From an optimization exercise on the open Yosys and OpenROAD flow, aimed at small area; shortcuts taken in it are not production practice. Only simulation tests tie the RTL to the original design; equivalence was not proved. Power figures rest on the tool's default switching activity, not on a simulated workload.

==> design.v <==
module CIPU(
    input clk,
    input rst,
    input [7:0] people_thing_in,
    input ready_fifo,
    input ready_lifo,
    input [7:0] thing_in,
    input [3:0] thing_num,
    output reg valid_fifo,
    output reg valid_lifo,
    output reg valid_fifo2,
    output reg [7:0] people_thing_out,
    output reg [7:0] thing_out,
    output reg done_thing,
    output reg done_fifo,
    output reg done_lifo,
    output reg done_fifo2
);
reg [2:0] state, next_state;
parameter IDLE = 3'd0,
          READ = 3'd1,
          FIFO_OUT = 3'd2,
          LIFO_OUT = 3'd3,
          FINISH = 3'd4;
reg [7:0] passenger_fifo[0:15];
reg [7:0] baggage_lifo[0:15];
reg [4:0] fifo_head, fifo_tail, lifo_top, lifo_tail;
reg [3:0] thing_num_buf;
reg done_flag, read_done_flag, flag;
always @(posedge clk or posedge rst) begin
    if (rst) state <= IDLE;
    else state <= next_state;
end
always @(*) begin
    if (rst) next_state = IDLE;
    else begin
        case (state)
            IDLE:
                if (ready_fifo) next_state = READ;
                else next_state = IDLE;
            READ:
                if (done_lifo) next_state = FIFO_OUT;
                else next_state = READ;
            FIFO_OUT:
                if (fifo_tail < fifo_head ) next_state = LIFO_OUT;
                else next_state = FIFO_OUT;
            LIFO_OUT:
                if (done_fifo2) next_state = FINISH;
                else next_state = LIFO_OUT;
            FINISH:
                next_state = FINISH;
            default:
                next_state = IDLE;
        endcase
    end
end
always @(posedge clk or posedge rst) begin
    if (rst) begin
        fifo_head <= 0;
        fifo_tail <= 0;
        lifo_top <= 0;
        lifo_tail <= 0;
        valid_fifo <= 0;
        done_fifo <= 0;
        valid_lifo <= 0;
        valid_fifo2 <= 0;
        done_thing <= 0;
        thing_num_buf <= 0;
        done_flag <= 1;
        read_done_flag <= 0;
        flag <= 0;
        done_lifo <= 0;
        done_fifo2 <= 0;
    end else begin
        case (state)
            READ: begin
                if (people_thing_in >= "A" && people_thing_in <= "Z") begin
                    passenger_fifo[fifo_tail] <= people_thing_in;
                    fifo_tail <= fifo_tail + 1;
                end 
                if (thing_in != ";" && thing_in != "$") begin
                    if (lifo_top < 15) begin   
                        lifo_top <= lifo_top + 1;
                        baggage_lifo[lifo_top] <= thing_in;
                    end
                end
                else if (thing_in == ";" && thing_num_buf == 0 && !valid_lifo && !done_thing) begin
                    if(thing_num)
                        thing_num_buf <= thing_num; 
                    else if(flag == 0)
                    begin
                        flag <= 1;
                    end
                end
                else if (thing_in == "$" ) begin
                    read_done_flag <= 1;
                    done_lifo <= 1;
                end
                if (thing_num_buf > 0) begin
                    thing_out <= baggage_lifo[lifo_top -1];
                    lifo_top <= lifo_top - 1;
                    thing_num_buf <= thing_num_buf - 1;  
                    valid_lifo <= 1;  
                    done_flag <= 0;
                end 
                else if(flag)begin
                    thing_out <= "0";
                    valid_lifo <= 1;
                    done_flag <= 0;
                    flag <= 0;
                end
                else if(thing_num_buf == 0 && !done_flag) begin
                    valid_lifo <= 0;
                    done_thing <= 1;
                    done_flag <= 1;
                end
                else begin
                    valid_lifo <= 0;
                    done_thing <= 0;
                end
            end
            FIFO_OUT: begin
                if (fifo_head < fifo_tail) begin
                    people_thing_out <= passenger_fifo[fifo_head];
                    valid_fifo <= 1;
                    done_fifo <= 0;
                end
                else if (fifo_head == fifo_tail)begin
                    valid_fifo <= 0;
                    done_fifo <= 1;
                end
                fifo_head <= fifo_head + 1;
            end
            LIFO_OUT:
            begin
                if (lifo_top > lifo_tail) begin
                    thing_out <= baggage_lifo[lifo_tail];
                    lifo_tail <= lifo_tail + 1;
                    valid_fifo2 <= 1;  
                end 
                else  begin
                    valid_fifo2 <= 0;
                    done_fifo2 <= 1;
                end
            end
            FINISH: begin
            end
        endcase
    end
end
endmodule
==> run.sh <==
#!/bin/bash
# synth_recipe.tcl (not shown) runs the flow's synth.tcl, then flattens the netlist and writes it again
# the make line also repeats each setting of config.mk as NAME=value (left out here)
make -C /OpenROAD-flow-scripts/flow DESIGN_CONFIG=/design/flow/config.mk WORK_HOME=/design/flow/orfs CLKGATE_MAP_FILE= SYNTH_SCRIPT=/design/flow/synth_recipe.tcl finish
==> config.mk <==
export PLATFORM = sky130hd
export DESIGN_NAME = CIPU
export DESIGN_NICKNAME = CIPU
export VERILOG_FILES = /design/flow/design.v
export SDC_FILE = /design/flow/constraint.sdc
export NUM_CORES = 4
export LEC_CHECK = 0
export CAP_MARGIN = 20
export CORE_MARGIN = 2
export CORE_UTILIZATION = 40
export SLEW_MARGIN = 20
==> constraint.sdc <==
create_clock -name core_clock -period 5.0 [get_ports {clk}]
set_input_delay 1.0000 -clock core_clock [delete_from_list [all_inputs] [get_ports {clk}]]
set_output_delay 1.0000 -clock core_clock [all_outputs]
set_load 0.01 [all_outputs]
==> results of run 1 <==
metrics by stage:
step | worst slack [ns] | instances | area [µm²]
6_report | 1.23 | 1753 | 17200
5_1_grt | 1.11 | 1750 | 17200
4_1_cts | 1.31 | 1750 | 17200
3_5_place_dp | 0.877 | 1688 | 16100
3_3_place_gp | 0.887 | 1688 | 16100
2_1_floorplan | 2.07 | 1157 | 14700
area by class of cell:
cell class | instances | area, µm² | area share (%)
Antenna cell | 3 | 7.51 | 0.0436
Clock buffer | 48 | 935 | 5.43
Clock inverter | 14 | 161 | 0.938
Inverter | 24 | 90.1 | 0.524
Multi-Input combinational cell | 751 | 5220 | 30.3
Sequential cell | 308 | 9070 | 52.7
Tap cell | 468 | 586 | 3.40
Timing Repair Buffer | 137 | 1140 | 6.63
how the worst max path moves through the flow:
| stage | endpoint | slack, ns | cells past startpoint |
|---|---|---|---|
| after floorplan | passenger_fifo[0][0] | 2.07 | 4 |
| after global placement | baggage_lifo[11][7] | 0.89 | 8 |
| after detailed placement | baggage_lifo[11][7] | 0.88 | 8 |
| after CTS | thing_out[4] | 1.31 | 11 |
| after global routing | thing_out[4] | 1.11 | 11 |
| final | thing_out[4] | 1.23 | 11 |
Yosys cell counts, drive strengths merged (15+ instances only):
cell / instances / area (µm²)
a21oi: 40 / 208
a221oi: 19 / 166
a222oi: 25 / 250
a22o: 23 / 201
a22oi: 57 / 428
a31oi: 22 / 144
a32oi: 18 / 158
buf: 33 / 203
clkbuf: 41 / 154
dfrtp: 35 / 876
edfxtp: 272 / 8170
ha: 29 / 363
inv: 22 / 82.6
mux2: 15 / 173
mux2i: 25 / 250
nand2: 87 / 329
nand3: 47 / 235
nand4: 18 / 113
nor2: 79 / 337
nor3: 23 / 125
o21ai: 49 / 249
xnor2: 16 / 178
registers in the layout, indices dropped and copies added (netlist names), 3 cells and up:
register	count
lifo_top	5
baggage_lifo	128
fifo_tail	5
lifo_tail	5
passenger_fifo	128
thing_out	8
thing_num_buf	4
people_thing_out	8
state	3
fifo_head	5
power groups by stage:
stage | combinational (mW) | clock [mW] | sequential [mW]
global placement | 3.93 | 0 | 3.23
floorplan | 2.62 | 0 | 3.17
global route | 4.31 | 2.61 | 3.21
detailed placement | 3.93 | 0 | 3.23
finish | 4.06 | 2.47 | 3.19
CTS | 3.95 | 2.51 | 3.18
cells by family after synthesis:
family	after synthesis
AO/OA/AOI/OAI	324
XOR/XNOR	19
adder cells (fa/ha/maj)	29
buffers and inverters	98
flip-flops	308
multiplexers	48
AND/OR/NAND/NOR	331
routing by layer:
metal  vias up  share of wire, %  GRT usage [%]
met5         -             0.053              0
met4         2               5.5           11.7
met3       182                11           6.33
met2       725                43           35.7
met1      5421                40           34.1
li1       4822                 -              -
worst register-to-register path, delay by kind of cell, from the launching register on:
| family | cells | cell delay [ns] |
|---|---|---|
| fa+ha+maj | 1 | 0.50 |
| buf+inv | 3 | 0.69 |
| flops | 1 | 0.37 |
| simple gates | 2 | 0.61 |
| compound gates | 5 | 1.32 |
cells in the final DEF (no fill, tap or decap), drive strengths merged, types with 18 or more instances in the layout:
cell           count
a21oi             40
a221oi            19
a222oi            25
a22o              23
a22oi             57
a31oi             22
a32oi             18
buf               92
clkbuf            48
clkdlybuf4s50     45
dfrtp             35
edfxtp           272
ha                29
inv               23
mux2i             25
nand2             87
nand3             47
nand4             18
nor2              79
nor3              23
o21ai             49
==> run notes, run 1 <==
STA
Hold timing on the final database bottoms out at a slack of 0.475 ns. The worst-case headroom to the max-slew limit is 33.3%. The post-route minimum period is 3.77 ns.

The final number of max-transition violations is 0. Adding up every negative setup slack in the final design gives 0 ns. Setup repair after global routing left no endpoint under its margin.

The post-route fraction of the period consumed by the critical path is 75.5%. The setup-violating endpoint count in the final report is 0. The achievable frequency is 0.265 GHz. Across the routed clock network, the largest skew measured is 0.0240 ns. The transition time at the pin with the least slew margin is 0.986 ns. The count of final hold-check violations came to 0.

Power
Summed over all cells, the static leakage comes to 5.80 nW. The power density over cell area is 564 nW/µm². Of the total power, combinational logic draws 41.8%. The part of the total power dissipated in the clock network is 25.4%.

The total net switching power is 3.85 mW. The switching fraction of total power is 39.6%. The internal portion of the total power is 5.86 mW. The sequential fraction of design power is 32.8%. Summing internal, switching and leakage power gives 9.71 mW. VDD sags by at most 0.230 mV.

Drt
The detail-routed via count per cell is 6.36. The number of remaining DRC errors is 0. Summing over every cut layer, the via total after detailed routing is 11200.

The remaining number of nets flagged by the antenna check after routing is 0. The detailed router finished its first iteration with 1593 violations. Wires add up to 47.0 mm.

The first-pass iteration count of the detailed router is 8. The routed length per placed instance is 26.8 µm.

Synthesis
Sequential elements use 61.6% of the synthesized area. The number of distinct library cells after synthesis is 80. The number of flops mapped to enable cells by yosys is 272. The cell area that synthesis handed to floorplanning was 14700 µm². Averaged over all synthesized cells, the footprint is 12.7 µm².

Summing the areas of all compound-gate instances in the mapped netlist gives 16.2% of the synthesized area. The total of flip-flops plus latches after synthesis is 308. After synthesis, the largest family of logic cells by area is compound AO/OA/AOI/OAI gates. For this run, asynchronously set or reset flops after synthesis account for 11.7%. The multiplexer share of the synthesized area is 4.09%. Summing the areas of all xor and xnor instances in the mapped netlist gives 1.38% of the synthesized area. The Yosys step of the flow raised 3 warnings.

In the synthesized netlist, the number of instances is 1157. The post-synthesis share of cell area spent on and, or, nand and nor gates is 11.3%. The most used flip-flop cell after synthesis is edfxtp_1. The share of synthesized cell area in full adder, half adder and majority cells is 2.46%.

Worst hold path
The path class of the tightest hold or removal check is reg -> reg. The cell depth of the worst hold path is 1. The capture endpoint of the worst hold path is lifo_tail[4].

The startpoint of the tightest hold check path is lifo_tail[4].

Worst setup path
The type of destination of the critical path is a flop. The reg-to-reg critical path endpoint is thing_out[4]. Along the worst path, the maximum fanout reaches 20.

The critical path contains buffers and inverters numbering 3 combined. Data on the critical path is required at its endpoint by 5.27 ns. The source of the critical timing path is lifo_top[1]. Walking the worst path, the cells encountered are buf_4 > inv_1 > ha_2 > buf_4 > nor2b_1 > nand2_1 > a21boi_0 > a31o_2 > a221o_1 > a221oi_1 > a31oi_1. The cell family contributing the most delay on the critical path is compound AO/OA/AOI/OAI gates.

The startpoint class of the critical path is a flop. At the worst endpoint, the arrival time is 4.05 ns. The cell that appears most often on the critical path is buf_4. The depth of the worst register-to-register path is 11. For this run, the slowest stage of the critical path takes 0.50 ns. The startpoint identified for the worst register-to-register timing path is lifo_top[1]. The setup slack of the worst register-to-register path is 1.23 ns. The type of the setup path with the least slack is reg -> reg.

The critical-path cell with the highest stage delay is ha_2.

Die
The area enclosed by the die boundary is 38400 µm². The die width is 196 µm. The total area inside the core boundary comes to 36400 µm². The die span in y is 196 µm. In this run the core area contains 70 standard-cell rows. During I/O placement, the number of pins put on the boundary was 47. The initial utilization of the core area, before any placement, comes to 40.4%.

GRT
The global router's overall resource usage is 24.5%. The sum of overflow across all layers after global routing is 0. The number of global-route vias before repair is 10800. The first global-routing pass estimated 69.6 mm of wire.

Entering global routing, the biggest net connects 37 pins. The number of antenna violations at the first check in global routing is 3.

Clock tree
Buffers inserted to repair hold after CTS numbered 0. The TritonCTS buffer count is 35. CTS built an H-tree with a depth of 2.

The number of buffers on the longest clock path is 3. The count of cells resized by post-cts repair is 0. For the worst-skew pair, the clock arrives at the later sink with an insertion delay of 0.55 ns. The tree is rooted in a clkbuf_16.

Clock tree synthesis found a total of 308 sinks. In this run the post-CTS setup repair buffer count came out at 0. The clock transition at the registers of the reported paths is 0.06 ns. TritonCTS built the clock tree.

Cells and area
The count of filler cells inserted in the layout is 3237. The final net count is 1310. The utilization after layout is 47.2%.

Compared with the post-synthesis result, the final layout area differs by 16.8%. The fraction of final layout cells sized beyond drive strength 1 is 14.7%.

Job
Max-cap violations in this run came to 0.

Place
The congestion estimate from routability-driven global placement came to 0.994. The number of I/O port buffers is 45. The post-DP HPWL is 31.2 mm.

Status
The flow ran to the end and the layout has no timing, DRC or antenna violations.
==> run 2: changes to the inputs <==
==> design.v (replaced) <==
module CIPU(
    input clk,
    input rst,
    input [7:0] people_thing_in,
    input ready_fifo,
    input ready_lifo,
    input [7:0] thing_in,
    input [3:0] thing_num,
    output reg valid_fifo,
    output reg valid_lifo,
    output reg valid_fifo2,
    output [7:0] people_thing_out,
    output reg [7:0] thing_out,
    output reg done_thing,
    output reg done_fifo,
    output reg done_lifo,
    output reg done_fifo2
);
reg [1:0] st;
wire s_read = (st == 2'b01);
wire s_fout = (st == 2'b10);
wire s_lout = (st == 2'b11);
reg [4:0] pq [0:15];
reg [4:0] qi;           
reg [4:0] pout;
assign people_thing_out = {3'b010, pout};
reg [7:0] stk [0:14];
reg [3:0] top;
reg [3:0] cnt;
reg       zflag;
wire letter  = s_read && (people_thing_in[7:5] == 3'b010) && (people_thing_in[4:0] != 5'd0) &&
               (people_thing_in[4:0] <= 5'd26);
wire is_semi = (thing_in == 8'h3B);
wire is_end  = (thing_in == 8'h24);
wire push    = s_read && !is_semi && !is_end && (top != 4'd15);
wire load    = is_semi && (cnt == 4'd0) && !valid_lifo && !done_thing;
wire popping = (cnt != 4'd0);
wire [3:0] topm1 = top - 4'd1;
wire [3:0] raddr = s_lout ? qi[3:0] : topm1;
wire lout_go = (top != 4'd0);
wire q_more  = !qi[4];
integer i;
always @(posedge clk) begin
    if (letter) begin
        pq[0] <= people_thing_in[4:0];
        for (i = 1; i < 16; i = i + 1) pq[i] <= pq[i-1];
    end
    if (push) stk[top] <= thing_in;
    pout <= pq[qi[3:0]];
    thing_out <= (s_read && !popping) ? 8'h30 : stk[raddr];
end
always @(posedge clk or posedge rst) begin
    if (rst) begin
        st <= 2'b00;
        qi <= 5'h1f;
        top <= 4'd0;
        cnt <= 4'd0;
        zflag <= 1'b0;
        valid_fifo <= 1'b0;
        valid_lifo <= 1'b0;
        valid_fifo2 <= 1'b0;
        done_thing <= 1'b0;
        done_fifo <= 1'b0;
        done_lifo <= 1'b0;
        done_fifo2 <= 1'b0;
    end else begin
        case (st)
            2'b00: if (ready_fifo) st <= 2'b01;
            2'b01: begin
                if (done_lifo) st <= 2'b10;
                if (letter) qi <= qi + 5'd1;
                if (push) top <= top + 4'd1;
                if (load && thing_num != 4'd0) cnt <= thing_num;
                if (is_end) done_lifo <= 1'b1;
                if (popping) begin
                    top <= topm1;
                    cnt <= cnt - 4'd1;
                end
                zflag <= !zflag && load && (thing_num == 4'd0);
                valid_lifo <= popping || zflag;
                done_thing <= !popping && !zflag && valid_lifo;
            end
            2'b10: begin
                if (done_fifo) begin
                    st <= 2'b11;
                    qi <= qi + 5'd1;
                end else begin
                    valid_fifo <= q_more;
                    done_fifo <= !q_more;
                    if (q_more) qi <= qi - 5'd1;
                end
            end
            2'b11: begin
                valid_fifo2 <= lout_go;
                done_fifo2 <= !lout_go;
                if (lout_go) begin
                    top <= topm1;
                    qi <= qi + 5'd1;
                end
            end
        endcase
    end
end
endmodule
==> flow/run.sh (new file) <==
#!/bin/bash
# Standard ORFS layout with smaller port buffers, smaller clock buffers and no CTS dummy loads.
set -euo pipefail
export BUFFER_PORTS_ARGS="-buffer_cell sky130_fd_sc_hd__buf_1"
export CTS_ARGS="-sink_clustering_enable -repair_clock_nets -dont_use_dummy_load -buf_list {sky130_fd_sc_hd__clkbuf_2 sky130_fd_sc_hd__clkbuf_4}"
bash standard.sh > standard.log 2>&1
==> standard.sh (new file) <==
#!/bin/bash
# synth_recipe.tcl (not shown) runs the flow's synth.tcl, then flattens the netlist and writes it again
# the make line also repeats each setting of config.mk as NAME=value (left out here)
make -C /OpenROAD-flow-scripts/flow DESIGN_CONFIG=/design/flow/config.mk WORK_HOME=/design/flow/orfs CLKGATE_MAP_FILE= SYNTH_SCRIPT=/design/flow/synth_recipe.tcl "${@:-finish}"
removed: run.sh
==> run 2 against run 1 <==
Net effect: still clean on timing, DRC and antenna; wire length fell by 51%; cell area fell by 35%; utilization fell by 2.7 points; die area fell by 31%; via count fell by 43%; combinational power fell by 26%; clock skew rose by 0.13 ns; synthesized cell count fell by 38%; critical path type unchanged.
==> run notes, run 2 <==
GRT
The number of global-route vias before repair came to 6398 (-40%). The global router's overall resource usage is 17.3% (-7.1 points). The maximum number of pins on one net before global-route repair is 81 (+120%). The sum of overflow across all layers after global routing came to 0 (unchanged). The global-route wire length before repair came to 35.6 mm (-49%). The number of antenna violations at the first check in global routing was 1 (-2).

STA
The transition time at the pin with the least slew margin was 0.976 ns (-0.0104 ns). The achievable frequency is 0.297 GHz (+12%). Setup repair after global routing left no endpoint under its margin. The accumulated negative setup slack is 0 ns (unchanged). The final worst setup slack was 1.63 ns (+0.402 ns). The setup-violating endpoint count in the final report came to 0 (unchanged). The post-route minimum period is 3.37 ns (-0.402 ns). The maximum clock skew at final layout is 0.152 ns (+0.128 ns). The final number of max-transition violations is 0 (unchanged). The worst-case headroom to the max-slew limit is 34.9% (+1.6 points). The count of final hold-check violations is 0 (unchanged).

The post-route fraction of the period consumed by the critical path came to 67.4% (-8.0 points).

Job
The count of maximum capacitance violations was 0 (unchanged).

Synthesis
The fraction of registers with async set/reset was 9.75% (-1.9 points). The post-synthesis cell count is 718 (-38%). The average cell area after synthesis is 14.1 µm² (+11%).

For this run, the leading register cell type out of synthesis is edfxtp_1. The multiplexer share of the synthesized area is 3.85% (-0.24 points). The number of warning messages in the yosys log was 2 (-1). The sequential-to-total area share from yosys stat is 67.5% (+5.9 points).

By count the netlist is led by edfxtp_1 (200), nand2_1 (45), nor2_1 (44). The area share of xor/xnor cells in the synthesized design is 0.518% (-0.87 points). The cell taking the most area after synthesis is edfxtp_1.

The most frequently used cell type in the post-synthesis netlist is edfxtp_1. By area the synthesized netlist is led by edfxtp_1 (59%), dfrtp_1 (4.4%), mux4_2 (3.1%). By area, the combinational part of the netlist is dominated by compound AO/OA/AOI/OAI gates. The total standard cell area after synthesis is 10100 µm² (-31%).

The post-synthesis share of cell area spent on and, or, nand and nor gates is 11.3% (-0.013 points). The proportion of netlist area held by the largest area contributor was 59.2% (+3.8 points). The number of distinct library cells after synthesis is 83 (+3.8%). The total of flip-flops plus latches after synthesis is 236 (-23%). The compound-cell area share of the yosys netlist is 11.9% (-4.2 points). The share of synthesized cell area in full adder, half adder and majority cells is 2.10% (-0.37 points). The number of flops mapped to enable cells by yosys is 200 (-26%).

Place
The number of I/O port buffers is 42 (-6.7%). The pre-CTS setup slack is 1.51 ns (+0.637 ns). The post-DP HPWL is 14.3 mm (-54%). The final estimated routing congestion in global placement is 0.820 (-18%).

Cells and area
The top cell types in the final layout, fill and taps aside, are edfxtp_1 (200), clkbuf_4 (61), nand2_1 (45), nor2_1 (44), buf_1 (42). The register with the most flip-flops in the layout has 120 of them. The fraction of final layout cells sized beyond drive strength 1 is 15.2% (+0.42 points). The utilization after layout is 44.5% (-2.7 points). In the final layout, the registers with the most flip-flops are stk (120), pq (80), thing_out (8). The final net count is 841 (-36%). The area overhead of the layout relative to synthesis is 9.94%.

The register with the most flip-flops in the final layout is stk. Leaving out fill and tap cells, the most frequent cell in the layout is edfxtp_1.

Clock tree
The clock tree from TritonCTS is done. The TritonCTS buffer count is 61 (+74%). The H-tree depth came to 2 (unchanged). The number of buffers on the longest clock path is 3 (unchanged). The root buffer cell chosen for the clock tree is clkbuf_4. The clock latency of the later-clocked register in the worst-skew pair was 0.73 ns (+0.18 ns). The clock sink total is 236 (-23%). The number of buffers inserted by hold repair at cts was 0 (unchanged). The count of cells resized by post-cts repair came to 0 (unchanged). The clock transition at the registers of the reported paths was 0.06 ns (about the same). The post-CTS repair timing setup buffer count is 0 (unchanged).

Drt
The via count of the routed design came to 6405 (-43%). The routed length per placed instance was 20.2 µm (-25%). The remaining number of nets flagged by the antenna check after routing is 0 (unchanged). The detail-routed via count per cell came to 5.67 (-11%). The violation count after the first detailed-routing iteration came to 571 (-64%). The final routed wirelength across all metal layers is 22.8 mm (-51%).

The first-pass iteration count of the detailed router is 5 (-3). The number of remaining DRC errors is 0 (unchanged).

Die
The die span in y was 163 µm (-17%). The core outline area is 25000 µm² (-31%). The area enclosed by the die boundary was 26600 µm² (-31%). The initial standard-cell utilization of the core came to 40.5% (+0.079 points). The die width is 163 µm (-17%). The I/O pin total is 47 (unchanged). The site row count is 58 (-17%).

Worst setup path
For this design, the slowest cell found on the critical path is dfstp_2. The type of the setup path with the least slack is reg -> reg. The origin of the critical flop-to-flop path is qi[0].

The largest incremental delay on the critical path is 0.89 ns (+0.39 ns). STA classifies the critical path endpoint as a flop. The largest driver fanout on the critical path is 27 (+35%). The worst setup path is launched from a flop. The data arrival time of the worst path is 3.83 ns (-0.22 ns).

The critical path goes through clkinv_1 > ha_1 > a22o_1 > a211oi_1 > o22ai_1 > a221oi_1 > a21oi_1. The required time of the critical path is 5.46 ns (+0.19 ns). The source of the critical timing path is qi[0].

Power
The leakage power came to 3.70 nW (-36%). The worst vdd rail ir drop is 0.275 mV (+20%). The power density over cell area is 621 nW/µm² (+10%).

Status
The flow ran to the end and the layout has no timing, DRC or antenna violations.

Worst hold path
In this run the most critical hold path is launched from pq[11][1]. The tightest min-delay check is of the reg -> reg type.
==> run 2: cell count changes in the layout (fill, tap and decap cells not counted), moves of 41 or more <==
cell,delta
buf_1,+42
clkdlybuf4s50_1,-45
buf_4,-74
nand2_1,-41
clkbuf_4,+61
a22oi_1,-46
edfxtp_1,-72
==> run 2: per-layer routing <==
metal	up-vias	global-route usage (%)	wire, µm
li1	2981	-	-
met1	3149	22.8	9950
met2	222	27.7	10800
met3	53	4.29	1430
met4	0	6.84	604
met5	-	0	0
==> run 2: where the power goes <==
group	leakage [nW]	internal (mW)	switching, mW	total, mW
Sequential	2.18	2.46	0.270	2.73
Clock	0.281	0.547	0.658	1.20
Combinational	1.23	1.18	1.82	2.99
==> run 2: final timing paths <==
kind	end	slack [ns]	cells past startpoint
worst max register to register	pout[4]	1.63	7
max in group asynchronous	top[0]	3.92	2
worst max-delay path	pout[4]	1.63	7
min in group asynchronous	cnt[0]	0.49	2
worst min-delay path	pq[12][1]	0.39	0
worst min register to register	pq[12][1]	0.39	0
==> run 2: final cells by class <==
cell class | count | area [µm²]
Antenna cell | 1 | 2.50
Multi-Input combinational cell | 425 | 3080
Fill cell | 2293 | 13900
Timing Repair Buffer | 60 | 293
Tap cell | 330 | 413
Inverter | 16 | 60.1
Sequential cell | 236 | 6850
Clock buffer | 61 | 458
==> run 2: stage by stage <==
step,instance area (µm²),hold WS (ns),std cells,power (mW)
5_1_grt,11100,0.380,1129,7.39
2_1_floorplan,10100,0.426,719,4.90
3_5_place_dp,10700,0.435,1067,5.75
4_1_cts,11100,0.334,1128,6.97
3_3_place_gp,10700,0.428,1067,5.73
6_report,11100,0.393,1129,6.92
==> run 2: cell families after synthesis <==
family,after synthesis
buffers and inverters,58
adders and majority gates,17
AOI/OAI and AO/OA,169
and+or+nand+nor,209
other,2
muxes,21
xor gates and xnor gates,6
DFF,236
==> run 2: worst max-delay path, delay by kind of cell (launching register included) <==
kind	cells	cell delay [ns]
flip-flops	1	0.89
AO/OA/AOI/OAI	5	1.08
buffers and inverters	1	0.51
adder cells (fa/ha/maj)	1	0.70
==> run 3: changes to the inputs <==
==> run.sh (new file) <==
#!/bin/bash
# synth_recipe.tcl (not shown) runs the flow's synth.tcl, then flattens the netlist and writes it again
# the make line also repeats each setting of config.mk as NAME=value (left out here)
make -C /OpenROAD-flow-scripts/flow DESIGN_CONFIG=/design/flow/config.mk WORK_HOME=/design/flow/orfs CLKGATE_MAP_FILE= SYNTH_SCRIPT=/design/flow/synth_recipe.tcl finish
removed: flow/run.sh
removed: standard.sh
==> run 3 against run 2 <==
Net effect: still clean; die area did not move; clock power grew 47%; clock skew is 0.14 ns lower; first-iteration DRC count increased by 8.8%; via count fell by 0.39%; register-to-register slack improved by 0.14 ns; synthesized cell count did not move; global-route usage increased by 0.33 points; synthesized area did not move; critical path type unchanged; largest cell class unchanged.
==> run notes, run 3 <==
Status
The run finished with no timing, DRC or antenna violations.

Synthesis
The total standard cell area after synthesis is 10100 µm² (unchanged). The proportion of netlist area held by the largest area contributor is 59.2% (unchanged). By area the synthesized netlist is led by edfxtp_1 (59%), dfrtp_1 (4.4%), mux4_2 (3.1%). The post-synthesis share of cell area spent on and, or, nand and nor gates is 11.3% (unchanged). The area share of xor/xnor cells in the synthesized design was 0.518% (unchanged). The compound-cell area share of the yosys netlist is 11.9% (unchanged). The fraction of registers with async set/reset was 9.75% (unchanged).

The share of synthesized cell area in full adder, half adder and majority cells is 2.10% (unchanged). By count the netlist is led by edfxtp_1 (200), nand2_1 (45), nor2_1 (44). Among all flip-flop cells after synthesis, the most frequent one is edfxtp_1. The post-synthesis cell count is 718 (unchanged).

The sequential-to-total area share from yosys stat is 67.5% (unchanged). The multiplexer share of the synthesized area is 3.85% (unchanged). By area, the combinational part of the netlist is dominated by compound AO/OA/AOI/OAI gates. The total of flip-flops plus latches after synthesis is 236 (unchanged). The synthesized design spends more area on one cell type than any other, namely edfxtp_1.

The average cell area after synthesis is 14.1 µm² (unchanged). In the post-synthesis netlist, the cell with the most instances is edfxtp_1. The number of distinct library cells after synthesis is 83 (unchanged). The number of warning messages in the yosys log is 2 (unchanged). The number of flops mapped to enable cells by yosys is 200 (unchanged).

Clock tree
The number of buffers inserted by hold repair at cts is 0 (unchanged). The cell sitting at the root of the clock tree is a clkbuf_16. The clock transition at the registers of the reported paths came to 0.06 ns (about the same).

The clock sink total came to 236 (unchanged). The TritonCTS buffer count was 25 (-59%). The post-CTS repair timing setup buffer count was 0 (unchanged).

The clock tree from TritonCTS is done. The H-tree depth came to 1 (-1). The number of buffers on the longest clock path is 3 (unchanged). The count of cells resized by post-cts repair was 0 (unchanged). The clock latency of the later-clocked register in the worst-skew pair is 0.53 ns (-0.20 ns).

Die
The die span in y is 163 µm (unchanged). The die width is 163 µm (unchanged). The initial standard-cell utilization of the core is 40.5% (unchanged). The core outline area is 25000 µm² (unchanged).

The site row count is 58 (unchanged). The I/O pin total is 47 (unchanged). The area enclosed by the die boundary was 26600 µm² (unchanged).

Power
The leakage power came to 3.89 nW (+5.3%). The power density over cell area came to 650 nW/µm² (+4.7%). The worst vdd rail ir drop is 0.297 mV (+7.8%).

STA
The achievable frequency is 0.309 GHz (+4.2%). The maximum clock skew at final layout is 0.0166 ns (-0.135 ns). The transition time at the pin with the least slew margin is 1.08 ns (+0.107 ns). The final number of max-transition violations is 0 (unchanged). The count of final hold-check violations is 0 (unchanged). The post-route fraction of the period consumed by the critical path is 64.7% (-2.7 points). The setup-violating endpoint count in the final report is 0 (unchanged). The worst-case headroom to the max-slew limit is 27.8% (-7.2 points). The post-route minimum period is 3.24 ns (-0.135 ns). The worst hold-check slack was 0.443 ns (+0.0497 ns). Setup repair after global routing left no endpoint under its margin. The accumulated negative setup slack came to 0 ns (unchanged).

Drt
The detail-routed via count per cell is 5.75 (+1.3%). The final routed wirelength across all metal layers is 23.2 mm (+1.8%). The via count of the routed design came to 6380 (-0.39%). The remaining number of nets flagged by the antenna check after routing is 0 (unchanged). The first-pass iteration count of the detailed router is 5 (unchanged). The routed length per placed instance is 20.9 µm (+3.5%). The violation count after the first detailed-routing iteration is 621 (+8.8%). The number of remaining DRC errors was 0 (unchanged).

Cells and area
The fraction of final layout cells sized beyond drive strength 1 came to 10.8% (-4.4 points). The final standard cell count with taps included and fillers excluded is 1110 (-1.7%). The final net count is 802 (-4.6%). The utilization after layout is 46.6% (+2.1 points). The number of antenna cells inserted is 0 (-1). Compared with the post-synthesis result, the final layout area differs by 15.1%.

The flip-flop count of the largest register, all copies and words added is 120 (unchanged). The top cell types in the final layout, fill and taps aside, are edfxtp_1 (200), nand2_1 (45), nor2_1 (44), clkdlybuf4s50_1 (42), a21oi_1 (30). Leaving out fill and tap cells, the most frequent cell in the layout is edfxtp_1.

The register with the highest flop count is stk. The largest registers in the layout are stk (120), pq (80), thing_out (8).

Worst setup path
The type of destination of the critical path is a flop. The worst setup path is of the reg -> reg kind. The startpoint class of the critical path is a flop. The largest driver fanout on the critical path is 27 (unchanged). The required time of the critical path is 5.40 ns (-0.06 ns).

The data arrival time of the worst path is 3.63 ns (-0.20 ns).

Place
The post-DP HPWL is 14.8 mm (+3.4%). The cell count after placement is 1064 (-0.28%). The number of I/O port buffers came to 42 (unchanged). The final estimated routing congestion in global placement is 0.808 (-1.5%).

GRT
The global router's overall resource usage is 17.7% (+0.33 points). The number of antenna violations at the first check in global routing is 0 (-1). The maximum number of pins on one net before global-route repair was 81 (unchanged). The number of global-route vias before repair came to 6468 (+1.1%). The sum of overflow across all layers after global routing is 0 (unchanged). The global-route wire length before repair was 36.7 mm (+3.0%).

Job
The count of maximum capacitance violations is 0 (unchanged).

Worst hold path
The class of the worst hold path is reg -> reg.
-- run 3: cell count changes in the layout (fill, tap and decap cells not counted), sizes merged --
cell           previous run  this run
clkdlybuf4s50             0        42
inv                      14        15
diode                     1         0
bufinv                    0         1
buf                      60        15
clkbuf                   61        39
clkinv                    2         7
-- run 3: path summary, 6_finish.rpt --
check                                   to      from  slack [ns]  cells after the start
max in group asynchronous       done_thing       rst        3.47                      2
worst max register to register     pout[4]     qi[0]        1.76                      7
min in group asynchronous       done_fifo2       rst        0.98                      2
worst min-delay path             pq[10][4]  pq[9][4]        0.44                      0
worst min register to register   pq[10][4]  pq[9][4]        0.44                      0
worst max-delay path               pout[4]     qi[0]        1.76                      7
-- run 3: per-stage QoR --
| step | power (mW) | cell area [µm²] | setup WS, ns |
|---|---|---|---|
| floorplan | 4.90 | 10100 | 0.146 |
| global placement | 5.77 | 10900 | 1.32 |
| detailed placement | 5.84 | 10900 | 1.23 |
| CTS | 7.62 | 11700 | 1.74 |
| global route | 8.03 | 11700 | 1.53 |
| finish | 7.59 | 11700 | 1.76 |
-- run 3: logic make-up (layout without fill, tap and decap cells) --
logic type / Yosys count / in the layout
DFF: 236 / 236
and+or+nand+nor: 209 / 209
AOI/OAI and AO/OA: 169 / 169
buffers and inverters: 58 / 119
muxes: 21 / 21
adders and majority gates: 17 / 17
xor gates and xnor gates: 6 / 6
other: 2 / 3
-- run 3: worst max-delay path: stages, from the launching register on --
cell,delay (ns)
dfstp_2,0.87
clkinv_1,0.49
ha_1,0.68
a22o_1,0.32
a211oi_1,0.23
o22ai_1,0.11
a221oi_1,0.29
a21oi_1,0.11
-- run 3: layer usage --
metal  vias up  wire length, µm  GRT usage, %
met3        37             1450          2.87
met4         0              659          6.15
li1       2893                -             -
met5         -                0             0
met2       244            11400          29.7
met1      3206             9680          23.4
-- run 3: area by class of cell --
| class | count | area, µm² |
|---|---|---|
| clock inverters | 7 | 61.3 |
| well taps | 330 | 413 |
| flip-flops and latches | 236 | 6850 |
| fillers | 2203 | 13400 |
| repair buffers | 57 | 533 |
| inverters | 16 | 60.1 |
| clock buffers | 39 | 719 |
| multi-input cells | 425 | 3040 |
-- run 3: power breakdown --
| part | switching [mW] | internal (mW) |
|---|---|---|
| Combinational | 1.84 | 1.27 |
| Sequential | 0.265 | 2.46 |
| Clock | 0.726 | 1.04 |
==> run 4: changes to the inputs <==
==> flow/run.sh (new file) <==
#!/bin/bash
# Standard ORFS layout, with the combinational logic of the standard synthesis
# re-mapped for area (registers untouched), small port buffers, and a clock tree
# of small clock buffers without dummy loads.
set -euo pipefail
export RDIR=$PWD/orfs/results/sky130hd/CIPU/base
export BUFFER_PORTS_ARGS="-buffer_cell sky130_fd_sc_hd__buf_1"
export CTS_ARGS="-sink_clustering_enable -repair_clock_nets -dont_use_dummy_load -buf_list {sky130_fd_sc_hd__clkbuf_8} -sink_clustering_size 20 -sink_clustering_max_diameter 60"
export ABC_SCRIPT="+strash;&get,-n;&deepsyn,-T,90;&dch,-f;&nf,-R,1000;&put"
bash standard.sh synth > synth.log 2>&1
cp $RDIR/1_2_yosys.v $RDIR/1_2_yosys_std.v
if yosys -c flow/resynth.tcl > resynth.log 2>&1 && yosys -c flow/equiv.tcl > equiv.log 2>&1; then
  cp $RDIR/1_2_yosys_rs.v $RDIR/1_2_yosys.v
  rm -f $RDIR/1_synth.odb $RDIR/1_synth.sdc
  echo "using the re-mapped netlist" > resynth_used.log
else
  echo "re-mapping failed; using the standard netlist" > resynth_used.log
fi
bash standard.sh > standard.log 2>&1
==> flow/equiv.tcl (new file) <==
# Prove the re-mapped netlist equal to the standard one, register for register.
set lib $::env(FLOW_HOME)/platforms/sky130hd/lib/sky130_fd_sc_hd__tt_025C_1v80.lib
set rdir $::env(RDIR)
set top $::env(FLOW_TOP)
yosys read_liberty -ignore_miss_func $lib
yosys read_verilog $rdir/1_2_yosys_std.v
yosys rename $top gold
yosys read_verilog $rdir/1_2_yosys_rs.v
yosys rename $top gate
yosys flatten gold gate
yosys async2sync
yosys opt_clean
yosys equiv_make gold gate eq
yosys hierarchy -top eq
yosys equiv_simple -undef
yosys equiv_induct -undef
yosys equiv_status -assert
==> flow/resynth.tcl (new file) <==
# Re-map the combinational logic of the standard synthesis netlist for area.
# Every register cell of the standard synthesis is kept as it is (same instance,
# name and cell type); only the logic between them is re-synthesized.
set lib $::env(FLOW_HOME)/platforms/sky130hd/lib/sky130_fd_sc_hd__tt_025C_1v80.lib
set rdir $::env(RDIR)
set top $::env(FLOW_TOP)
yosys read_liberty -ignore_miss_func $lib
yosys read_verilog $rdir/1_2_yosys_std.v
yosys hierarchy -top $top
yosys blackbox *df* *dlx* *dlr* *dlclkp* *sdlclkp*
yosys flatten
yosys opt -purge
yosys abc -liberty $lib -dont_use sky130_fd_sc_hd__probe_p_8 -dont_use sky130_fd_sc_hd__probec_p_8 \
  -dont_use sky130_fd_sc_hd__lpflow_* -script $::env(ABC_SCRIPT)
yosys opt_clean -purge
yosys setundef -zero
yosys hilomap -singleton -hicell sky130_fd_sc_hd__conb_1 HI -locell sky130_fd_sc_hd__conb_1 LO
yosys splitnets
yosys opt_clean -purge
yosys rename -hide w:*.*
# left out here: hide names made inside functions
yosys tee -o $rdir/resynth_stat.txt stat -liberty $lib
yosys write_verilog -noattr -noexpr -nohex -nodec $rdir/1_2_yosys_rs.v
==> standard.sh (new file) <==
#!/bin/bash
# synth_recipe.tcl (not shown) runs the flow's synth.tcl, then flattens the netlist and writes it again
# the make line also repeats each setting of config.mk as NAME=value (left out here)
make -C /OpenROAD-flow-scripts/flow DESIGN_CONFIG=/design/flow/config.mk WORK_HOME=/design/flow/orfs CLKGATE_MAP_FILE= SYNTH_SCRIPT=/design/flow/synth_recipe.tcl "${@:-finish}"
--- a/config.mk
+++ b/config.mk
@@ -10,2 +10,3 @@
 export CORE_UTILIZATION = 40
+export GPL_TIMING_DRIVEN = 0
 export SLEW_MARGIN = 20
removed: run.sh
==> run 4 against run 3 <==
Net effect: sequential power is 7.4% lower; combinational power is 36% lower; die area is 13% lower; clock skew is 0.083 ns higher; non-clock buffer count is 11 lower; first-iteration DRC count is 29% lower; critical endpoint is now thing_out[6]; global-route usage is 1.6 points lower.
==> run notes, run 4 <==
Drt
The first-pass iteration count of the detailed router is 5 (unchanged). The detail-routed via count per cell came to 5.73 (-0.26%). The violation count after the first detailed-routing iteration came to 439 (-29%). The via count of the routed design is 5280 (-17%).

The routed length per placed instance is 20.7 µm (-1.0%). The remaining number of nets flagged by the antenna check after routing is 0 (unchanged). The number of remaining DRC errors is 0 (unchanged). The final routed wirelength across all metal layers was 19.1 mm (-18%).

Cells and area
The library cell used most frequently in the layout, excluding fill and tap cells, is edfxtp_1. The storage element area is 6850 µm² (unchanged). The area overhead of the layout relative to synthesis is 10.2%. The count of filler cells inserted in the layout is 1888 (-14%). The final net count is 667 (-17%). The fraction of final layout cells sized beyond drive strength 1 came to 5.30% (-5.5 points). The flip-flop count of the largest register, all copies and words added is 120 (unchanged).

The largest registers in the layout are stk (120), pq (80), thing_out (8). The register with the highest flop count is stk. The number of antenna cells inserted is 0 (unchanged). The area of the multi-input gates was 1970 µm² (-35%). The area of all placed cells without fillers is 9690 µm² (-17%).

In the layout the commonest cells are edfxtp_1 (200), o22ai_1 (44), nor2_1 (43), buf_1 (42), nand2_1 (33).

Worst setup path
The type of the setup path with the least slack is reg -> reg. The critical-path cell with the highest stage delay is nor3_1. Traced cell by cell, the critical path runs through nand2_1 > o21ai_0 > nand2_1 > nor3_1 > a221oi_1 > o31ai_1. The worst register-to-register path ends at thing_out[6]. The count of buffer and inverter cells on the critical path is 0 (-1). The required time of the critical path came to 5.43 ns (+0.03 ns). The type of destination of the critical path is a flop. The largest incremental delay on the critical path is 0.78 ns (-0.09 ns).

The kind of cell with the highest combined delay along the critical path is simple AND/OR/NAND/NOR gates. The depth of the worst register-to-register path is 6 (-1). The data arrival time of the worst path was 4.08 ns (+0.45 ns). The cell that appears most often on the critical path is nand2_1. The largest driver fanout on the critical path is 17 (-37%). In this run the worst setup path begins at st[1]. The startpoint class of the critical path is a flop.

The setup slack of the worst register-to-register path is 1.35 ns (-0.42 ns). The critical path ends at thing_out[6]. The origin of the critical flop-to-flop path is st[1]. The logic depth of the worst setup path including buffers came to 6 (-1).

STA
The setup-violating endpoint count in the final report is 0 (unchanged). The achievable frequency is 0.274 GHz (-11%). The final number of max-transition violations is 0 (unchanged). The post-route minimum period is 3.65 ns (+0.418 ns). The count of final hold-check violations was 0 (unchanged). The maximum clock skew at final layout is 0.0998 ns (+0.0832 ns).

Setup repair after global routing left no endpoint under its margin. The transition time at the pin with the least slew margin came to 1.05 ns (-0.0330 ns). The worst-case headroom to the max-slew limit was 29.5% (+1.7 points). The final worst setup slack is 1.35 ns (-0.418 ns). The post-route fraction of the period consumed by the critical path was 73.1% (+8.4 points).

Die
The die span in y is 152 µm (-6.7%). The initial standard-cell utilization of the core is 40.5% (about the same). The I/O pin total is 47 (unchanged).

The core outline area was 21700 µm² (-13%). The area enclosed by the die boundary is 23200 µm² (-13%). The site row count is 54 (-6.9%).

The die width is 152 µm (-6.7%).

GRT
The maximum number of pins on one net before global-route repair is 28 (-65%). The global router's overall resource usage came to 16.1% (-1.6 points). The sum of overflow across all layers after global routing is 0 (unchanged). The number of antenna violations at the first check in global routing is 0 (unchanged). The global-route wire length before repair was 29.9 mm (-18%). The number of global-route vias before repair was 5293 (-18%).

Synthesis
The number of warning messages in the yosys log is 2 (unchanged). The average cell area after synthesis is 15.3 µm² (+8.2%). The post-synthesis cell count came to 575 (-20%). The total standard cell area after synthesis is 8790 µm² (-13%).

Place
The post-DP HPWL was 12.4 mm (-16%). The total cell area at the placement stage was 9430 µm² (-13%). The number of I/O port buffers is 42 (unchanged). The final estimated routing congestion in global placement came to 0.801 (-0.80%). The pre-CTS setup slack is 1.13 ns (-0.103 ns).

Clock tree
CTS placed an instance of clkbuf_8 at the clock tree root. The number of buffers on the longest clock path is 3 (unchanged). The TritonCTS buffer count came to 19 (-24%). The clock latency of the later-clocked register in the worst-skew pair is 0.54 ns (about the same). The count of cells resized by post-cts repair is 0 (unchanged). TritonCTS built the clock tree.

The clock transition at the registers of the reported paths came to 0.12 ns (+0.06 ns). The H-tree depth is 1 (unchanged). The clock sink total came to 236 (unchanged).

The number of buffers inserted by hold repair at cts is 0 (unchanged). The post-CTS repair timing setup buffer count is 0 (unchanged).

Power
The total net switching power was 2.08 mW (-26%). The sequential fraction of design power is 46.6% (+11 points). The leakage power is 3.00 nW (-23%). The cell internal power dissipation was 3.33 mW (-30%). The part of the total power dissipated in the clock network is 16.8% (-6.4 points).

The worst vdd rail ir drop is 0.299 mV (+0.66%). The switching fraction of total power is 38.5% (+1.2 points). The power density over cell area came to 559 nW/µm² (-14%). The logic gate share of total power is 36.6% (-4.3 points). The post-route total power is 5.42 mW (-29%).

Worst hold path
The worst hold path belongs to the class reg -> reg. The cell depth of the worst hold path came to 0 (unchanged).

Job
The count of maximum capacitance violations is 0 (unchanged).

Status
The run finished with no timing, DRC or antenna violations.
## run 4: final cells by class
type | count | share of cell area, %
Clock buffer | 19 | 2.70
Timing Repair Buffer | 46 | 2.53
Inverter | 4 | 0.155
Multi-Input combinational cell | 336 | 20.3
Tap cell | 280 | 3.62
Sequential cell | 236 | 70.7
## run 4: worst min-delay path by stage
stage                     slack, ns       from        end
after floorplan                0.42   pq[9][2]  pq[10][2]
after global placement         0.43  pq[12][2]  pq[13][2]
after detailed placement       0.43   pq[1][0]   pq[2][0]
after CTS                      0.44   pq[3][2]   pq[4][2]
after global routing           0.45   pq[3][2]   pq[4][2]
final                          0.43   pq[3][2]   pq[4][2]
## run 4: layer usage
layer  track usage [%]  up-vias  wire, µm
li1                  -     2430         -
met1              21.8     2669      8370
met2              27.3      147      9320
met3              2.42       34       854
met4              4.54        0       512
met5                 0        -         0
## run 4: power by group through the flow
| stage | Clock (mW) | Combinational, mW | Sequential, mW |
|---|---|---|---|
| after floorplan | 0 | 1.27 | 2.55 |
| after global placement | 0 | 1.94 | 2.55 |
| after detailed placement | 0 | 1.96 | 2.56 |
| after CTS | 0.933 | 1.97 | 2.52 |
| after global routing | 1.01 | 2.18 | 2.55 |
| final | 0.912 | 1.98 | 2.52 |
## run 4: stage by stage
stage	util [%]	hold WS [ns]	setup TNS, ns	std cells
final	44.7	0.431	0	921
after global placement	42.9	0.427	-4.25	898
after detailed placement	43.5	0.433	0	902
after CTS	44.7	0.441	0	921
after global routing	44.7	0.449	0	921
after floorplan	-	0.421	0	576
==> run 5: changes to the inputs <==
--- a/flow/run.sh
+++ b/flow/run.sh
@@ -7,3 +7,3 @@
 export BUFFER_PORTS_ARGS="-buffer_cell sky130_fd_sc_hd__buf_1"
-export CTS_ARGS="-sink_clustering_enable -repair_clock_nets -dont_use_dummy_load -buf_list {sky130_fd_sc_hd__clkbuf_8} -sink_clustering_size 20 -sink_clustering_max_diameter 60"
+export CTS_ARGS="-sink_clustering_enable -repair_clock_nets -dont_use_dummy_load -buf_list {sky130_fd_sc_hd__clkbuf_4 sky130_fd_sc_hd__clkbuf_8} -sink_clustering_size 16 -sink_clustering_max_diameter 60"
 export ABC_SCRIPT="+strash;&get,-n;&deepsyn,-T,90;&dch,-f;&nf,-R,1000;&put"
--- a/config.mk
+++ b/config.mk
@@ -10,3 +10,2 @@
 export CORE_UTILIZATION = 40
-export GPL_TIMING_DRIVEN = 0
 export SLEW_MARGIN = 20
==> run 5 against run 4 <==
Net effect: wire length down 0.24%; combinational power about the same; global-route usage up 0.14 points; sequential power about the same; synthesized area unchanged; cell count up 1.2%; non-clock buffer count up 9; maximum frequency up 1.7%; critical endpoint unchanged; via count down 0.45%; still clean on timing, DRC and antenna; die area unchanged; sequential share of layout area down 0.12 points; worst setup slack better by 0.062 ns.
==> run notes, run 5 <==
GRT
The met1 usage came to 22.3% (+0.47 points). The met2 track demand over resource in global routing was 27.0% (-0.26 points). The maximum number of pins on one net before global-route repair is 57 (+100%). The layer with the highest usage after global routing is met2.

The global router's overall resource usage is 16.3% (+0.14 points). The number of global-route vias before repair came to 5330 (+0.70%). The number of antenna violations at the first check in global routing is 1 (+1). The sum of overflow across all layers after global routing is 0 (unchanged).

The met3 global-route usage is 2.39% (-0.028 points). The global-route wire length before repair was 29.9 mm (about the same).

STA
The transition time at the pin with the least slew margin is 0.999 ns (-0.0514 ns). The worst-case headroom to the max-slew limit is 32.7% (+3.3 points). The final number of max-transition violations is 0 (unchanged). The accumulated negative setup slack is 0 ns (unchanged). The post-route minimum period came to 3.59 ns (-0.0615 ns). The setup-violating endpoint count in the final report was 0 (unchanged). The count of final hold-check violations is 0 (unchanged).

Setup repair after global routing left no endpoint under its margin. The achievable frequency is 0.278 GHz (+1.7%). The maximum clock skew at final layout is 0.0606 ns (-0.0392 ns). The post-route fraction of the period consumed by the critical path came to 71.8% (-1.2 points). The final worst setup slack is 1.41 ns (+0.0615 ns).

Drt
The violation count after the first detailed-routing iteration is 540 (+23%). The number of remaining DRC errors is 0 (unchanged). The remaining number of nets flagged by the antenna check after routing was 0 (unchanged). The via count of the routed design was 5256 (-0.45%).

The final routed wirelength across all metal layers is 19.0 mm (-0.24%). The routed length per placed instance is 20.4 µm (-1.4%). The first-pass iteration count of the detailed router is 5 (unchanged). The detail-routed via count per cell is 5.64 (-1.6%).

Worst setup path
The reg-to-reg critical path endpoint is thing_out[6]. The critical path goes through nand2b_1 > or2_0 > nor4_1 > o21ai_0 > o21ai_0 > nand3_1 > o221ai_1 > a31oi_1 > o31ai_1. The depth of the worst register-to-register path was 9 (+3). The worst setup path is of the reg -> reg kind. The cell that appears most often on the critical path is o21ai_0. The capturing instance or port of the critical path is thing_out[6].

The startpoint class of the critical path is a flop. The origin of the critical flop-to-flop path is st[1]. The source of the critical timing path is st[1].

The largest driver fanout on the critical path is 12 (-5). The required time of the critical path is 5.43 ns (about the same). The setup slack of the worst register-to-register path is 1.41 ns (+0.06 ns).

The largest incremental delay on the critical path is 0.51 ns (-0.27 ns). The critical-path cell with the highest stage delay is nand3_1. The data arrival time of the worst path came to 4.02 ns (-0.06 ns).

The type of destination of the critical path is a flop.

Cells and area
The area overhead of the layout relative to synthesis is 10.4%. Leaving out fill and tap cells, the most frequent cells in the layout are edfxtp_1 (200), o22ai_1 (44), nor2_1 (43), buf_1 (42), nand2_1 (33). The final standard cell count with taps included and fillers excluded is 932 (+1.2%). In the final layout, the registers with the most flip-flops are stk (120), pq (80), thing_out (8). The register with the highest flop count is stk. The most common cell after layout, fill and taps aside is edfxtp_1.

The flip-flop count of the largest register, all copies and words added came to 120 (unchanged). The final net count came to 678 (+1.6%). The fraction of final layout cells sized beyond drive strength 1 was 6.29% (+0.98 points). The number of antenna cells inserted is 0 (unchanged).

Clock tree
The number of buffers on the longest clock path is 3 (unchanged). The number of buffers inserted by hold repair at cts came to 0 (unchanged). The clock latency of the later-clocked register in the worst-skew pair is 0.55 ns (about the same).

The count of cells resized by post-cts repair is 0 (unchanged). The clock root buffer is clkbuf_8. The post-CTS repair timing setup buffer count is 0 (unchanged). The clock sink total is 236 (unchanged). The clock transition at the registers of the reported paths is 0.10 ns (-0.02 ns). TritonCTS built the clock tree. The TritonCTS buffer count is 21 (+2).

The H-tree depth was 1 (unchanged).

Power
The worst vdd rail ir drop is 0.282 mV (-5.6%). The sequential fraction of design power came to 46.1% (-0.5 points). The power density over cell area is 563 nW/µm² (+0.73%). The cell internal power dissipation is 3.39 mW (+1.8%). The part of the total power dissipated in the clock network came to 17.4% (+0.6 points). The switching fraction of total power was 37.9% (-0.53 points).

The leakage power is 3.04 nW (+1.3%). The logic gate share of total power is 36.5% (about the same). The total net switching power was 2.07 mW (-0.49%).

Die
The die span in y came to 152 µm (unchanged). The site row count is 54 (unchanged). The core outline area is 21700 µm² (unchanged).

The initial standard-cell utilization of the core came to 40.5% (unchanged). The die width was 152 µm (unchanged). The I/O pin total is 47 (unchanged). The area enclosed by the die boundary is 23200 µm² (unchanged).

Place
The number of I/O port buffers is 42 (unchanged). The pre-CTS setup slack is 1.16 ns (+0.0349 ns). The cell count after placement is 911 (+1.0%). The final estimated routing congestion in global placement came to 0.805 (+0.46%).

The post-DP HPWL was 12.3 mm (-0.89%).

Synthesis
The total standard cell area after synthesis is 8790 µm² (unchanged). The average cell area after synthesis is 15.3 µm² (unchanged). The post-synthesis cell count came to 575 (unchanged). The number of warning messages in the yosys log is 2 (unchanged).

Status
The run finished with no timing, DRC or antenna violations.

Worst hold path
In this run the worst hold path is classified as reg -> reg.

Job
The count of maximum capacitance violations is 0 (unchanged).
## run 5: power by group through the flow
stage | registers (mW) | logic, mW | clock network (mW)
floorplan | 2.55 | 1.27 | 0
global placement | 2.55 | 1.96 | 0
detailed placement | 2.56 | 1.98 | 0
CTS | 2.51 | 1.99 | 0.976
global route | 2.55 | 2.21 | 1.05
finish | 2.52 | 2.00 | 0.951
## run 5: worst min-delay path by stage
stage                          from   endpoint  slack (ns)  cells past startpoint
after floorplan            pq[9][2]  pq[10][2]        0.42                      0
after global placement    pq[12][2]  pq[13][2]        0.43                      0
after detailed placement  pq[12][2]  pq[13][2]        0.43                      0
after CTS                 pq[12][2]  pq[13][2]        0.43                      0
after global routing      pq[12][2]  pq[13][2]        0.43                      0
final                     pq[12][2]  pq[13][2]        0.42                      0
## run 5: per-layer routing
metal | share of wire, % | vias up | routed length (µm)
li1 | - | 2449 | -
met1 | 44 | 2610 | 8280
met2 | 49 | 162 | 9260
met3 | 5.1 | 35 | 968
met4 | 2.6 | 0 | 503
met5 | 0 | - | 0
## run 5: final cells by class
cell class	count	area (µm²)
Sequential cell	236	6850
Fill cell	1893	12000
Multi-Input combinational cell	336	1950
Inverter	4	15.0
Timing Repair Buffer	55	255
Clock buffer	21	289
Tap cell	280	350
## run 5: worst max-delay path, delay by kind of cell (launching register included)
| kind | cells | cell delay [ns] |
|---|---|---|
| DFF | 1 | 0.50 |
| AOI/OAI and AO/OA | 5 | 1.32 |
| and+or+nand+nor | 4 | 1.64 |
## run 5: metrics by stage
step           hold slack (ns)  utilization, %  power [mW]  cell area, µm²
2_1_floorplan            0.421               -        3.82            8800
5_1_grt                  0.426            44.8        5.81            9710
6_report                 0.423            44.8        5.46            9710
4_1_cts                  0.426            44.7        5.48            9700
3_3_place_gp             0.425            43.4        4.50            9410
3_5_place_dp             0.429            43.4        4.54            9410
==> run 6: changes to the inputs <==
--- a/design.v
+++ b/design.v
@@ -22,3 +22,3 @@
 wire s_lout = (st == 2'b11);
-reg [4:0] pq [0:15];
+reg [4:0] pq [0:14];
 reg [4:0] qi;           
@@ -39,2 +39,4 @@
 wire [3:0] raddr = s_lout ? qi[3:0] : topm1;
+wire [3:0] pq_ra = s_read ? (letter ? 4'd14 : 4'd15) : qi[3:0];
+wire [4:0] pq_rd = (pq_ra == 4'd15) ? pout : pq[pq_ra];
 wire lout_go = (top != 4'd0);
@@ -45,6 +47,6 @@
         pq[0] <= people_thing_in[4:0];
-        for (i = 1; i < 16; i = i + 1) pq[i] <= pq[i-1];
+        for (i = 1; i < 15; i = i + 1) pq[i] <= pq[i-1];
     end
     if (push) stk[top] <= thing_in;
-    pout <= pq[qi[3:0]];
+    pout <= pq_rd;
     thing_out <= (s_read && !popping) ? 8'h30 : stk[raddr];
--- a/flow/run.sh
+++ b/flow/run.sh
@@ -8,3 +8,3 @@
 export CTS_ARGS="-sink_clustering_enable -repair_clock_nets -dont_use_dummy_load -buf_list {sky130_fd_sc_hd__clkbuf_4 sky130_fd_sc_hd__clkbuf_8} -sink_clustering_size 16 -sink_clustering_max_diameter 60"
-export ABC_SCRIPT="+strash;&get,-n;&deepsyn,-T,90;&dch,-f;&nf,-R,1000;&put"
+export ABC_SCRIPT="+strash;&get,-n;&deepsyn,-T,240;&dch,-f;&nf,-R,1000;&put"
 bash standard.sh synth > synth.log 2>&1
--- a/config.mk
+++ b/config.mk
@@ -10,2 +10,3 @@
 export CORE_UTILIZATION = 40
+export GPL_TIMING_DRIVEN = 0
 export SLEW_MARGIN = 20
==> run 6 against run 5 <==
Net effect: still clean; worst setup slack got worse by 0.40 ns; worst hold slack got worse by 0.0014 ns; non-clock buffer count fell by 6; critical path depth rose by 3; synthesized cell count fell by 4.5%; critical path type unchanged.
==> run notes, run 6 <==
Power
The logic gate share of total power is 34.7% (-1.8 points). The power density over cell area came to 551 nW/µm² (-2.2%). The worst vdd rail ir drop is 0.235 mV (-17%). The post-route total power was 5.26 mW (-3.7%).

The cell internal power dissipation is 3.29 mW (-2.9%). The total net switching power came to 1.97 mW (-5.0%). The sequential fraction of design power was 47.6% (+1.5 points). The leakage power came to 3.03 nW (-0.25%).

The switching fraction of total power came to 37.4% (-0.51 points). The part of the total power dissipated in the clock network came to 17.7% (+0.3 points).

STA
The accumulated negative setup slack is 0 ns (unchanged). The worst-case headroom to the max-slew limit was 34.2% (+1.4 points). The transition time at the pin with the least slew margin is 0.984 ns (-0.0148 ns). The final number of max-transition violations is 0 (unchanged). Setup repair after global routing left no endpoint under its margin. The maximum clock skew at final layout is 0.0527 ns (-0.00792 ns).

The post-route minimum period is 3.99 ns (+0.400 ns). The final worst setup slack is 1.01 ns (-0.400 ns). The setup-violating endpoint count in the final report was 0 (unchanged). The achievable frequency is 0.251 GHz (-10%).

The post-route fraction of the period consumed by the critical path is 79.8% (+8.0 points). The count of final hold-check violations is 0 (unchanged).

Worst setup path
The count of buffer and inverter cells on the critical path was 2 (+2). The largest driver fanout on the critical path was 25 (+13). The setup slack of the worst register-to-register path is 1.01 ns (-0.40 ns). The data arrival time of the worst path is 4.45 ns (+0.43 ns).

Among all stages on the critical path, the largest delay is contributed by a21oi_4. By startpoint and endpoint, the worst setup path is classified as reg -> reg. The type of destination of the critical path is a flop.

The cell type group with the largest total delay on the critical path is simple AND/OR/NAND/NOR gates. STA classifies the critical path startpoint as a flop. The largest incremental delay on the critical path was 0.62 ns (+0.11 ns). The required time of the critical path is 5.46 ns (+0.03 ns).

The signal on the critical path passes through nand2b_1 > nor4b_1 > o21ai_0 > a21oi_4 > buf_16 > buf_16 > or2_0 > nand2_1 > nand2_1 > a41oi_1 > nor2_1 > xor2_1.

Clock tree
The TritonCTS buffer count came to 20 (-4.8%). The clock transition at the registers of the reported paths is 0.10 ns (about the same). The count of cells resized by post-cts repair is 0 (unchanged). The H-tree depth is 1 (unchanged). The tree is rooted in a clkbuf_8. TritonCTS built the clock tree. The post-CTS repair timing setup buffer count is 0 (unchanged). The clock sink total was 231 (-2.1%). The clock latency of the later-clocked register in the worst-skew pair is 0.53 ns (-0.02 ns). The number of buffers on the longest clock path is 3 (unchanged). The number of buffers inserted by hold repair at cts is 0 (unchanged).

GRT
The global router's overall resource usage is 17.6% (+1.3 points). The number of antenna violations at the first check in global routing came to 0 (-1). The maximum number of pins on one net before global-route repair is 26 (-54%).

The sum of overflow across all layers after global routing is 0 (unchanged). The global-route wire length before repair is 30.0 mm (+0.14%). The number of global-route vias before repair is 5221 (-2.0%).

Synthesis
The post-synthesis cell count is 549 (-4.5%). The number of warning messages in the yosys log is 2 (unchanged). The total standard cell area after synthesis was 8600 µm² (-2.1%). The average cell area after synthesis is 15.7 µm² (+2.5%).

Drt
The remaining number of nets flagged by the antenna check after routing is 0 (unchanged). The via count of the routed design came to 5306 (+0.95%). The final routed wirelength across all metal layers is 19.8 mm (+4.2%). The routed length per placed instance came to 22.2 µm (+8.6%). The detail-routed via count per cell is 5.94 (+5.2%). The number of remaining DRC errors is 0 (unchanged). The violation count after the first detailed-routing iteration was 506 (-6.3%). The first-pass iteration count of the detailed router is 5 (unchanged).

Cells and area
The fraction of final layout cells sized beyond drive strength 1 is 7.11% (+0.82 points). The utilization after layout is 45.3% (+0.59 points). The register with the highest flop count is stk.

The library cell used most frequently in the layout, excluding fill and tap cells, is edfxtp_1. The flip-flop count of the largest register, all copies and words added came to 120 (unchanged). The top cell types in the final layout, fill and taps aside, are edfxtp_1 (200), nand2_1 (46), buf_1 (42), nor2_1 (41), o22ai_1 (39). The final net count came to 645 (-4.9%). The number of antenna cells inserted is 0 (unchanged). In the final layout, the registers with the most flip-flops are stk (120), pq (75), thing_out (8). The area overhead of the layout relative to synthesis is 11.1%.

Die
The core outline area is 21100 µm² (-2.8%). The I/O pin total is 47 (unchanged). The die width is 151 µm (-1.0%). The site row count came to 53 (-1.9%). The area enclosed by the die boundary is 22700 µm² (-2.1%). The die span in y is 151 µm (-1.0%). The initial standard-cell utilization of the core came to 40.8% (+0.26 points).

Place
The final estimated routing congestion in global placement is 0.812 (+0.94%). The pre-CTS setup slack was 0.959 ns (-0.204 ns). The post-DP HPWL was 13.1 mm (+6.6%). The number of I/O port buffers is 42 (unchanged).

Worst hold path
The worst hold path belongs to the class reg -> reg.

Job
The count of maximum capacitance violations was 0 (unchanged).

Status
The run finished with no timing, DRC or antenna violations.
[run 6: cell types whose count changed in the layout (fill, tap and decap cells not counted), sizes merged, moves of 6 or more]
| cell | before | now |
|---|---|---|
| nand2 | 33 | 46 |
| nor2b | 9 | 2 |
| a22o | 1 | 9 |
| or4 | 3 | 9 |
| nand4 | 1 | 11 |
| nor3 | 31 | 15 |
| o21ai | 28 | 22 |
| a22oi | 21 | 13 |
| a21oi | 30 | 13 |
| a222oi | 2 | 14 |
| buf | 55 | 49 |
| o221ai | 7 | 1 |
[run 6: path summary, 6_finish.rpt]
kind | startpoint | to | cells after the start
setup / recovery | st[1] | qi[4] | 12
hold / removal | pq[4][3] | pq[5][3] | 0
setup reg to reg | st[1] | qi[4] | 12
hold reg to reg | pq[4][3] | pq[5][3] | 0
max in group asynchronous | rst | qi[2] | 2
min in group asynchronous | rst | done_fifo2 | 2
[run 6: routing by layer]
metal,share of wire (%),GRT usage (%)
met4,1.8,5.19
met2,48,27.8
met1,44,25.3
met5,0,0
met3,6.7,2.67
[run 6: area by class of cell]
| class | instances | area, µm² |
|---|---|---|
| Clock buffer | 20 | 275 |
| Inverter | 6 | 22.5 |
| Tap cell | 275 | 344 |
| Multi-Input combinational cell | 313 | 1910 |
| Timing Repair Buffer | 49 | 263 |
| Fill cell | 1875 | 11500 |
| Sequential cell | 231 | 6750 |
[run 6: through the flow]
step	hold WS, ns	cell area, µm²	instances
4_1_cts	0.415	9560	894
3_3_place_gp	0.430	9110	867
6_report	0.422	9560	894
3_5_place_dp	0.435	9290	874
5_1_grt	0.434	9560	894
2_1_floorplan	0.425	8610	550
[run 6: power groups by stage]
stage | Clock, mW | Sequential, mW | Combinational (mW)
2_1_floorplan | 0 | 2.54 | 1.15
3_3_place_gp | 0 | 2.53 | 1.77
3_5_place_dp | 0 | 2.55 | 1.82
4_1_cts | 0.953 | 2.51 | 1.83
5_1_grt | 1.01 | 2.54 | 2.00
6_report | 0.930 | 2.51 | 1.83

-- static timing again, ports no longer ideal --
The results above use ideal ports. As a check the final layouts listed here were re-extracted and re-timed, cells and wires unchanged. Step 1 assumes that a clkbuf_16 drives the clock port and a buf_2 every other input. Step 2 times the ports against the registers' clock, not the clock port: input delays grow and output delays shrink by t, the midpoint of the rising clock arrivals with the driver on. Three values: ideal ports, drivers, drivers and shift; two values: the first two.
| run | t (ns) | setup WS [ns] | hold slack, ns | worst setup path after step 2 | clock arrival spread, ns |
|---|---|---|---|---|---|
| run 1 | 0.599 | 1.227 / 1.227 / 0.827 | 0.475 / 0.475 / 0.475 | input to register | 0.024 / 0.024 |
| run 2 | 0.695 | 1.629 / 1.629 / 1.505 | 0.393 / 0.393 / 0.393 | input to register | 0.158 / 0.158 |
| run 3 | 0.569 | 1.764 / 1.764 / 1.223 | 0.443 / 0.443 / 0.443 | input to register | 0.020 / 0.020 |
| run 4 | 0.532 | 1.346 / 1.346 / 1.096 | 0.431 / 0.431 / 0.431 | input to register | 0.101 / 0.102 |
| run 5 | 0.559 | 1.408 / 1.408 / 1.137 | 0.423 / 0.423 / 0.423 | input to register | 0.061 / 0.061 |
| run 6 | 0.544 | 1.008 / 1.008 / 1.008 | 0.422 / 0.422 / 0.422 | register to register | 0.053 / 0.052 |
After both steps every run listed still meets setup and hold. The setup slack of run 3, which loses most, moves by 0.000 ns with the drivers and by -0.541 ns with both steps.
